Source: an optimization exercise on an open RTL-to-GDS flow (aim: small area, a short achievable clock period and few clock cycles per item). Production flows keep margins and buffers that such runs may drop.
Only simulation tests tie the RTL to the original design; equivalence was not proved.
Power is estimated from default activity; no workload was simulated.

## flow/constraint.sdc

```tcl
create_clock -name core_clock -period 200.0 [get_ports {clk}]
set_input_delay 40.0000 -clock core_clock [delete_from_list [all_inputs] [get_ports {clk}]]
set_output_delay 40.0000 -clock core_clock [all_outputs]
set_load 0.01 [all_outputs]
```

## flow/run.sh

```bash
#!/bin/bash
# synth_recipe.tcl (not shown) runs the flow's synth.tcl, then flattens the netlist and writes it again
# the make line also repeats each setting of config.mk as NAME=value (left out here)
make -C /OpenROAD-flow-scripts/flow DESIGN_CONFIG=/design/flow/config.mk WORK_HOME=/design/flow/orfs CLKGATE_MAP_FILE= SYNTH_SCRIPT=/design/flow/synth_recipe.tcl finish
```

## flow/design.v

```verilog
module cordic #(
    parameter WIDTH = 32,
    parameter ITERATIONS = 31
) (
    input wire signed [WIDTH - 1 : 0] x_0,
    input wire signed [WIDTH - 1 : 0] y_0,
    input wire signed [WIDTH - 1 : 0] z_0,
    output wire signed [WIDTH - 1 : 0] x_n,
    output wire signed [WIDTH - 1 : 0] y_n,
    output wire signed [WIDTH - 1 : 0] z_n
);
    reg [WIDTH - 1 : 0] arctan [0 : ITERATIONS - 1];
    initial
        begin
            $readmemb("arctan.mem", arctan);
        end
    reg signed [WIDTH - 1 : 0] x [0 : ITERATIONS - 1];
    reg signed [WIDTH - 1 : 0] y [0 : ITERATIONS - 1];
    reg signed [WIDTH - 1 : 0] z [0 : ITERATIONS - 1];
    wire [1 : 0] quadrant;
    assign quadrant = z_0[WIDTH - 1 : WIDTH - 2];
    always @(x_0, y_0, z_0)
        begin
            case(quadrant)
                2'b00, 2'b11:
                    begin
                        x[0] = x_0;
                        y[0] = y_0;
                        z[0] = z_0;
                    end
                2'b01:
                    begin
                        x[0] = -y_0;
                        y[0] = x_0;
                        z[0] = {2'b00, z_0[WIDTH - 3 : 0]};
                    end
                2'b10:
                    begin
                        x[0] = y_0;
                        y[0] = -x_0;
                        z[0] = {2'b11, z_0[WIDTH - 3 : 0]};
                    end
            endcase
        end
    genvar i;
    generate
    for (i = 0; i < ITERATIONS - 1; i = i + 1)
        begin
            wire z_sign;
            assign z_sign = z[i][WIDTH - 1];
            wire signed [WIDTH - 1 : 0] x_shr, y_shr;
            assign x_shr = x[i] >>> i;
            assign y_shr = y[i] >>> i;
            always @(x[i], y[i], z[i])
                begin
                    x[i + 1] = z_sign ? x[i] + y_shr : x[i] - y_shr;
                    y[i + 1] = z_sign ? y[i] - x_shr : y[i] + x_shr;
                    z[i + 1] = z_sign ? z[i] + arctan[i] : z[i] - arctan[i];
                end
        end
    endgenerate
    assign x_n = x[ITERATIONS - 1];
    assign y_n = y[ITERATIONS - 1];
    assign z_n = z[ITERATIONS - 1];
endmodule
module cordic_top (
    input wire clk,
    input wire rst,
    input wire in_valid,
    output wire in_ready,
    input wire [31 : 0] x_in,
    input wire [31 : 0] y_in,
    input wire [31 : 0] z_in,
    output reg out_valid,
    output reg [31 : 0] x_out,
    output reg [31 : 0] y_out,
    output reg [31 : 0] z_out
);
    reg v_in;
    reg [31 : 0] x_r, y_r, z_r;
    always @(posedge clk) begin
        if (rst) begin
            v_in <= 1'b0;
        end else begin
            v_in <= in_valid;
        end
        x_r <= x_in;
        y_r <= y_in;
        z_r <= z_in;
    end
    wire [31 : 0] x_n, y_n, z_n;
    cordic #(
        .WIDTH (32),
        .ITERATIONS (31)
    ) cordic_inst (
        .x_0 (x_r),
        .y_0 (y_r),
        .z_0 (z_r),
        .x_n (x_n),
        .y_n (y_n),
        .z_n (z_n)
    );
    always @(posedge clk) begin
        if (rst) begin
            out_valid <= 1'b0;
        end else begin
            out_valid <= v_in;
        end
        x_out <= x_n;
        y_out <= y_n;
        z_out <= z_n;
    end
    assign in_ready = 1'b1;
endmodule
```

## flow/arctan.mem

```
00100000000000000000000000000000
00010010111001000000010100011101
00001001111110110011100001011011
00000101000100010001000111010100
00000010100010110000110101000011
00000001010001011101011111100001
00000000101000101111011000011110
00000000010100010111110001010101
00000000001010001011111001010011
00000000000101000101111100101110
00000000000010100010111110011000
00000000000001010001011111001100
00000000000000101000101111100110
00000000000000010100010111110011
00000000000000001010001011111001
00000000000000000101000101111100
00000000000000000010100010111110
00000000000000000001010001011111
00000000000000000000101000101111
00000000000000000000010100010111
00000000000000000000001010001011
00000000000000000000000101000101
00000000000000000000000010100010
00000000000000000000000001010001
00000000000000000000000000101000
00000000000000000000000000010100
00000000000000000000000000001010
00000000000000000000000000000101
00000000000000000000000000000010
00000000000000000000000000000001
00000000000000000000000000000000
```

## flow/config.mk

```make
export PLATFORM = sky130hd
export DESIGN_NAME = cordic_top
export DESIGN_NICKNAME = cordic_top
export VERILOG_FILES = /design/flow/design.v
export SDC_FILE = /design/flow/constraint.sdc
export NUM_CORES = 4
export LEC_CHECK = 0
export CAP_MARGIN = 20
export CORE_MARGIN = 2
export CORE_UTILIZATION = 40
export SLEW_MARGIN = 20
```

==> run summary <==
- Net Switching: 1.57 W
- Die H: roughly 620 microns
- EDFF count, synth: 0
- Core area: 373000 sq um
- Buf/Inv on CP: 71
- Post_cts resized: 0
- Maximum fanout along the worst path: 65
- Clk_skew: 0.0382 ns
- CP Capture Point: y_out[31]$_DFF_P_
- Post-Synthesis Cells: 20900
- Worst path slowest cell: xor2_1
- Startpoint Class: flop
- Static Leak: about 75 nW
- Outcome: timing/DRC/antenna clean
- First-pass GRT wire length: 721000 microns
- Drt wl/cell: between 15 and 20 microns
- Delay-heaviest family, CP: compound AO/OA/AOI/OAI gates
- DIE WIDTH: about 600 microns
- Final Hold Vio Count: 0
- Fraction of layout cells with a size suffix above 1: 3.05%
- Global Route Usage Sum: 22.9%
- Flop+latch power: about 3.4 mW
- Yosys warns: 5
- Reg-to-reg critical path startpoint: z_r[30]$_DFF_P_
- Initial antenna violation count: 11
- Fmax: 6.38 MHz
- P_clk: 42.9 uW
- Ranking of synthesized cells by area: ha_1, xnor2_1, a21oi_1
- Worst Setup End Kind: flop
- Fin crit share: 78.4%
- WP data required: ~200 ns
- Synth async-reset ratio: 0%
- Hold Path Class: flop to flop
- Critical path type: flop to flop
- Final Slew Violations: 0
- Vias in the first global route: 134000
- Cell area after layout: ~160000 sq um
- Drt first pass iters: 9
- Cell-internal power: around 1.1 W
- Gr ovfl total: 0
- Post-DP Area: 158000 sq um
- Vias per std cell: 5.55
- FF-to-FF setup slack: 43.27 ns
- Sw Share: 58.6%
- Final Wtd Congestion: 0.940
- WP depth: 918
- Clock-pin slew on the worst setup and hold paths: 0.07 ns
- Pin count of the biggest net entering global routing: 123
- Number of remaining DRC errors: 0
- Hold Path Depth: 1
- Setup repair bufs after CTS: 0
- Setup TNS: 0 ns
- Clock power frac: 0%
- Drt first-iter violations: 9447
- Worst Path Arrival: 157.19 ns
- Ys flop type: dfxtp_1
- R2R Path End: y_out[31]$_DFF_P_
- Register bit total from synthesis: 194
- Synth area leader: ha_1
- Worst skew pair latency: 0.60 ns
- Pwr top: combinational cells
- Slew headroom: 12.6%
- CTS H-tree depth: 4
- CTS max path bufs: 3
- Final Non-Filler Cells: 25900
- Worst hold slack: 0.446 ns
- Post-Syn Area: around 150000 sq um
- Combinational power: 2.68 W
- Die area: 380000 sq um
- P per Cell Area: 16900 nW/um^2
- Nets: 24100
- Finish-stage setup viols: 0
- CTS Hold Bufs: 0
- Max rail drop VDD: between 0.006 and 0.007 V
- Seq pwr share: less than 1%
- Antenna viol nets, final: 0
- Detailed placement HPWL: slightly below 400000 microns
- Commonest non-fill, non-tap cell in the layout: ha_1
- Initial Util: 40.3%
- Combinational share of power: 99.9%
- Core Rows: 224
- Clk root buf: clkbuf_16
- Core Util, Final: roughly 42%
- CTS tree: built
- Total number of vias: 144000
- Hold Path End: out_valid$_SDFF_PP0_
- Cts bufs inserted: 25
- Most frequent cells in the layout: ha_1, a21oi_1, xnor2_1
- # clock sinks: slightly below 200
- Measured slew at the worst slew-check pin: roughly 1.3 ns
- Worst Reg-to-Reg Cells: approximately 820
- Final min period: approximately 160 ns
- # IOs: between 150 and 200
- CP Launch Point: z_r[30]$_DFF_P_
- Port Buf Inserts: 195
- Placed insts: 25800
- Drt total wl: around 450000 microns
- Synthesized Nets: 24100
- Most common cell on crit path: a21oi_1
- Max-Cap Viols: 0
- Mapped Avg Cell Area: 7.19 sq um
- CP peak stage delay: about 0.73 ns
- Area grow syn2layout: 5.56%
- Area share of the largest cell type after synthesis: 25.4%
- Hold Startpoint: v_in$_SDFF_PP0_
- Synth unique cells: 169
- Register area share after synthesis: 2.59%
- Unrepaired setup endpoints after global routing: false
metal layers:
metal / share of wire, % / vias to the layer above / wire, microns / global-route usage, %
li1: - / 74100 / - / -
met5: 0 / - / 0 / 0
met2: 46 / 2839 / 209000 / 39.8
met4: 2.0 / 0 / 8870 / 4.35
met1: 48 / 66300 / 217000 / 30.9
met3: 4.3 / 419 / 19400 / 1.91
sequential cells by signal (all words and copies together), names as in the netlist:
register   count
out_valid      1
v_in           1
x_out         32
x_r           32
y_out         32
y_r           32
z_out         32
z_r           32
cell usage after synthesis, types with 218 or more instances:
cell type and instances:
nand3_1 241, o21ai_0 1229, xor2_1 1068, a21o_1 810, nand2_1 1321, clkbuf_1 255
ha_1 3054, nand2b_1 268, o21a_1 478, a21boi_0 218, a21oi_1 2059, xnor2_1 1985
nor3_1 557, nor2b_1 227, nor2_1 1901, o21bai_1 857, inv_1 1732
cell families (layout without fill, tap and decap cells):
logic type,after synthesis,count (layout),synth area share (%)
DFF,194,194,2.59
AOI/OAI and AO/OA,6698,6698,28.6
other,1,8,0.00250
and+or+nand+nor,5539,5539,17.5
xor gates and xnor gates,3101,3101,18.5
adders and majority gates,3141,3141,26.5
buffers and inverters,2108,2101,5.45
muxes,101,101,0.755
cell type report:
cell class | count | area (sq um)
Antenna cell | 7 | 17.5
Clock buffer | 26 | 639
Clock inverter | 6 | 61.3
Fill cell | 38800 | 215000
Inverter | 1753 | 6580
Multi-Input combinational cell | 18600 | 138000
Sequential cell | 194 | 3890
Tap cell | 4972 | 6220
Timing Repair Buffer | 316 | 2880
per-stage QoR:
| step | total power [mW] | setup slack (ns) |
|---|---|---|
| after floorplan | 2950 | 51.62 |
| after global placement | 2650 | 46.54 |
| after detailed placement | 2670 | 44.56 |
| after CTS | 2670 | 43.82 |
| after global routing | 2740 | 25.58 |
| final | 2680 | 43.27 |
Testbench counts, summed over its fixed seeds: cycles 2,064, items 2,048.

## port drivers added, routing unchanged
The flow's constraints put no driver on any port. The routed layout listed below was extracted and timed again, unchanged, in two steps. Step 1 assumes that a clkbuf_16 drives the clock port and a buf_2 every other input. Step 2, shift: input delay + t, output delay - t, t = (earliest + latest rising clock arrival at the registers) / 2. This alone moves slack from input paths to output paths. a / b / c = ideal ports / drivers / drivers and shift; a / b = the first two.
t (ns): 0.651
setup slack, ns: 43.267 / 43.267 / 43.267
latest minus earliest clock arrival (ns): 0.042 / 0.042
pins driven straight from the clock port: 1
After both steps setup and hold are still met in this run. For this run, drivers alone change the setup slack by 0.000 ns; drivers and shift together by 0.000 ns.
